Context: an optimization exercise on an open-source flow, tuned for small area. The choices shown serve that exercise and are no tape-out recipe. The RTL was checked by simulation tests, not by an equivalence proof against the original design. Power and IR drop assume default switching activity.

==> run a: inputs <==
Design soc_top, start of the top module:
module soc_top (
    input wire clk,
    input wire reset_n,
    input wire [31:0] cpu_addr,
    input wire [31:0] cpu_data_out,
    input wire cpu_write_enable,
    input wire cpu_read_enable,
    input wire cpu_interrupt_ack,
    output wire [31:0] cpu_data_in,
    output wire [7:0] led_out,
    output wire timer_interrupt,
    output wire [7:0] timer_count,
    output wire [31:0] ram_data_out,
    output wire [7:0] ram_addr_debug
);
Settings: LEC_CHECK=0, CAP_MARGIN=0, CORE_MARGIN=2, CORE_UTILIZATION=55, PLACE_DENSITY=0.65, SLEW_MARGIN=0, SYNTH_HIERARCHICAL=1; clock period 10.0 ns.
standard.sh (not shown) runs the stock make flow with config.mk's settings and CLKGATE_MAP_FILE= SYNTH_SCRIPT=/design/flow/synth_recipe.tcl, a recipe that flattens the netlist after the stock synthesis.
==> flow/flow/run.sh <==
#!/bin/bash
# The standard layout (the standard.sh, all steps, standard synthesis),
# with two changes to how cells are chosen:
#  - every input and output port still gets its own buffer, but a buf_1
#    rather than the larger default pick;
#  - clock tree synthesis uses clkbuf_8 sink clusters of at most 18 flops
#    within 65 um and inserts no dummy loads.
set -euo pipefail
P=sky130_fd_sc_hd__
export BUFFER_PORTS_ARGS="-buffer_cell ${P}buf_1"
export CTS_ARGS="-sink_clustering_enable -repair_clock_nets -dont_use_dummy_load -buf_list {${P}clkbuf_8} -sink_clustering_size 18 -sink_clustering_max_diameter 65"
bash standard.sh finish > flow_make.log 2>&1
==> run b: changes against run a <==
==> flow/design.v (replaced) <==
module ram_rd_aoi3 (
    input wire [2:0] sel,
    input wire [2:0] d,
    output wire y
);
    assign y = ~|(sel & d);
endmodule
module soc_top (
    input wire clk,
    input wire reset_n,
    input wire [31:0] cpu_addr,
    input wire [31:0] cpu_data_out,
    input wire cpu_write_enable,
    input wire cpu_read_enable,
    input wire cpu_interrupt_ack,
    output wire [31:0] cpu_data_in,
    output wire [7:0] led_out,
    output wire timer_interrupt,
    output wire [7:0] timer_count,
    output wire [31:0] ram_data_out,
    output wire [7:0] ram_addr_debug
);
    integer i;
    genvar g;
    wire timer_select = (cpu_addr[31:16] == 16'h4000);
    wire led_select   = (cpu_addr[31:16] == 16'h4001);
    wire ram_select   = (cpu_addr[31:16] == 16'h2000);
    wire timer_rd = cpu_read_enable & timer_select;
    wire timer_wr = cpu_write_enable & timer_select;
    wire led_rd   = cpu_read_enable & led_select;
    wire led_wr   = cpu_write_enable & led_select;
    wire ram_rd   = cpu_read_enable & ram_select;
    wire ram_wr   = cpu_write_enable & ram_select;
    wire off_hi0 = (cpu_addr[15:5] == 11'd0) & (cpu_addr[1:0] == 2'd0);
    wire off_00 = off_hi0 & (cpu_addr[4:2] == 3'd0);
    wire off_04 = off_hi0 & (cpu_addr[4:2] == 3'd1);
    wire off_08 = off_hi0 & (cpu_addr[4:2] == 3'd2);
    wire off_0c = off_hi0 & (cpu_addr[4:2] == 3'd3);
    wire off_10 = off_hi0 & (cpu_addr[4:2] == 3'd4);
    reg [7:0] count_reg;
    reg [7:0] load_value;
    reg timer_enable;
    reg interrupt_enable;
    reg interrupt_flag;
    reg interrupt;
    reg [7:0] prescaler_counter;
    reg [7:0] timer_data_out;
    always @(posedge clk or negedge reset_n) begin
        if (!reset_n) begin
            count_reg <= 8'h0F;
            load_value <= 8'h0F;
            timer_enable <= 1'b1;
            interrupt_enable <= 1'b1;
            interrupt_flag <= 1'b0;
            prescaler_counter <= 8'h00;
            interrupt <= 1'b0;
            timer_data_out <= 8'h00;
        end else begin
            if (timer_enable) begin
                if (&prescaler_counter) begin
                    prescaler_counter <= 8'h00;
                    if (count_reg == 8'h00) begin
                        interrupt_flag <= 1'b1;
                        if (interrupt_enable)
                            interrupt <= 1'b1;
                        count_reg <= load_value;
                    end else begin
                        count_reg <= count_reg - 1'b1;
                    end
                end else begin
                    prescaler_counter <= prescaler_counter + 1'b1;
                end
            end
            if (cpu_interrupt_ack) begin
                interrupt <= 1'b0;
                interrupt_flag <= 1'b0;
            end
            if (timer_rd) begin
                timer_data_out <= ({8{off_00}} & count_reg) |
                                  ({8{off_04}} & load_value) |
                                  {6'd0, off_08 & interrupt_enable,
                                   (off_08 & timer_enable) | (off_10 & interrupt_flag)};
            end else begin
                if (timer_wr) begin
                    if (off_04)
                        load_value <= cpu_data_out[7:0];
                    if (off_08) begin
                        timer_enable <= cpu_data_out[0];
                        interrupt_enable <= cpu_data_out[1];
                    end
                    if (off_0c & cpu_data_out[0]) begin
                        interrupt <= 1'b0;
                        interrupt_flag <= 1'b0;
                    end
                end
                timer_data_out <= 8'h00;
            end
        end
    end
    assign timer_interrupt = interrupt;
    assign timer_count = count_reg;
    reg [7:0] led_data_reg;
    reg [7:0] led_direction_reg;   
    reg [7:0] led_out_reg;
    reg [7:0] led_data_out;
    always @(posedge clk or negedge reset_n) begin
        if (!reset_n) begin
            led_data_reg <= 8'h00;
            led_direction_reg <= 8'hFF;
            led_out_reg <= 8'h00;
            led_data_out <= 8'h00;
        end else begin
            led_out_reg <= led_data_reg & led_direction_reg;
            if (led_rd) begin
                led_data_out <= ({8{off_00}} & led_data_reg) |
                                ({8{off_04}} & led_direction_reg) |
                                ({8{off_08}} & led_out_reg);
            end else begin
                if (led_wr & off_00)
                    led_data_reg <= cpu_data_out[7:0];
                if (led_wr & off_04)
                    led_direction_reg <= cpu_data_out[7:0];
                led_data_out <= 8'h00;
            end
        end
    end
    assign led_out = led_out_reg;
    wire [5:0] ram_index = cpu_addr[7:2];
    reg [63:0] ram_valid;
    reg ram_read_flag;
    reg [5:0] ram_read_index;
    reg [31:0] ram_word [0:63];
    always @(posedge clk or negedge reset_n) begin
        if (!reset_n) begin
            ram_valid <= 64'd0;
            ram_read_flag <= 1'b0;
        end else begin
            ram_read_flag <= ram_rd & ~ram_wr;
            if (ram_wr)
                ram_valid[ram_index] <= 1'b1;
        end
    end
    always @(posedge clk)
        ram_read_index <= ram_index;
    generate
        for (g = 0; g < 64; g = g + 1) begin : ram_w
            always @(posedge clk)
                if (ram_wr && ram_index == g)
                    ram_word[g] <= cpu_data_out;
        end
    endgenerate
    reg [7:0] rsel_lo, rsel_hi;
    always @(*) begin
        for (i = 0; i < 8; i = i + 1) begin
            rsel_lo[i] = ram_read_index[2:0] == i;
            rsel_hi[i] = ram_read_flag & (ram_read_index[5:3] == i);
        end
    end
    wire [63:0] rsel;
    generate
        for (g = 0; g < 64; g = g + 1) begin : ram_s
            assign rsel[g] = ram_valid[g] & rsel_lo[g % 8] & rsel_hi[g / 8];
        end
    endgenerate
    wire [31:0] ram_read_data;
    generate
        for (g = 0; g < 32; g = g + 1) begin : ram_b
            wire [63:0] d;
            wire [21:0] t;
            genvar k;
            for (k = 0; k < 64; k = k + 1) begin : dk
                assign d[k] = ram_word[k][g];
            end
            for (k = 0; k < 21; k = k + 1) begin : tk
                ram_rd_aoi3 u (.sel(rsel[3*k+2:3*k]), .d(d[3*k+2:3*k]), .y(t[k]));
            end
            assign t[21] = ~(rsel[63] & d[63]);
            assign ram_read_data[g] = ~&t;
        end
    endgenerate
    assign ram_data_out = ram_read_data;
    assign ram_addr_debug = cpu_addr[7:0];
    assign cpu_data_in = {24'd0, ({8{timer_select}} & timer_data_out) |
                                 ({8{led_select}} & led_data_out)} |
                         ({32{ram_select}} & ram_read_data);
endmodule
==> flow/run.sh (new file) <==
#!/bin/bash
# synth_recipe.tcl (not shown) runs the flow's synth.tcl, then flattens the netlist and writes it again
# the make line also repeats each setting of config.mk as NAME=value (left out here)
make -C /OpenROAD-flow-scripts/flow DESIGN_CONFIG=/design/flow/config.mk WORK_HOME=/design/flow/orfs CLKGATE_MAP_FILE= SYNTH_SCRIPT=/design/flow/synth_recipe.tcl finish
Settings changed: CTS_BUF_LIST set to sky130_fd_sc_hd__clkbuf_16, CTS_CLUSTER_DIAMETER set to 60, CTS_CLUSTER_SIZE set to 30.
removed: flow/flow/run.sh
removed: flow/standard.sh
==> comparison <==
Against run b, the maximum frequency of run a is larger by 3.6%. Against run a, the final area of run b is higher by about 4.7%. Of run b and run a, run b has the higher critical path depth (gap 2). In run b the global-route usage is higher than in run a, by 0.87 points. Between run b and run a, the lower worst setup slack is in run b (gap 0.26 ns). Of run b and run a, run b has the higher clock power (gap 57%, measured against run a).

[afterwards: timing with drivers on the ports]
Ports are ideal in the flow. The routed layouts listed here were re-timed in OpenROAD.
Step 1 assumes that a clkbuf_16 drives the clock port and a buf_2 every other input.
Step 2 moves the port delays by t, midway between the first and last clock arrival at a register: inputs arrive t later, outputs are due t later. That takes back most of the time a late clock gives input paths.
Slacks: ideal ports / drivers / drivers and shift; pairs: ideal ports / drivers.
| run | t (ns) | slack for setup (ns) | hold WS [ns] | slew at the worst register clock pin (ns) | worst slew at a driven data input, ns |
|---|---|---|---|---|---|
| run a | 0.947 | 2.861 / 2.785 / 3.273 | 0.464 / 0.464 / 0.464 | 0.12 / 0.12 | 0.04 |
| run b | 0.877 | 2.604 / 2.519 / 3.084 | 0.457 / 0.457 / 0.457 | 0.10 / 0.10 | 0.06 |
After both steps every run listed still meets setup and hold.
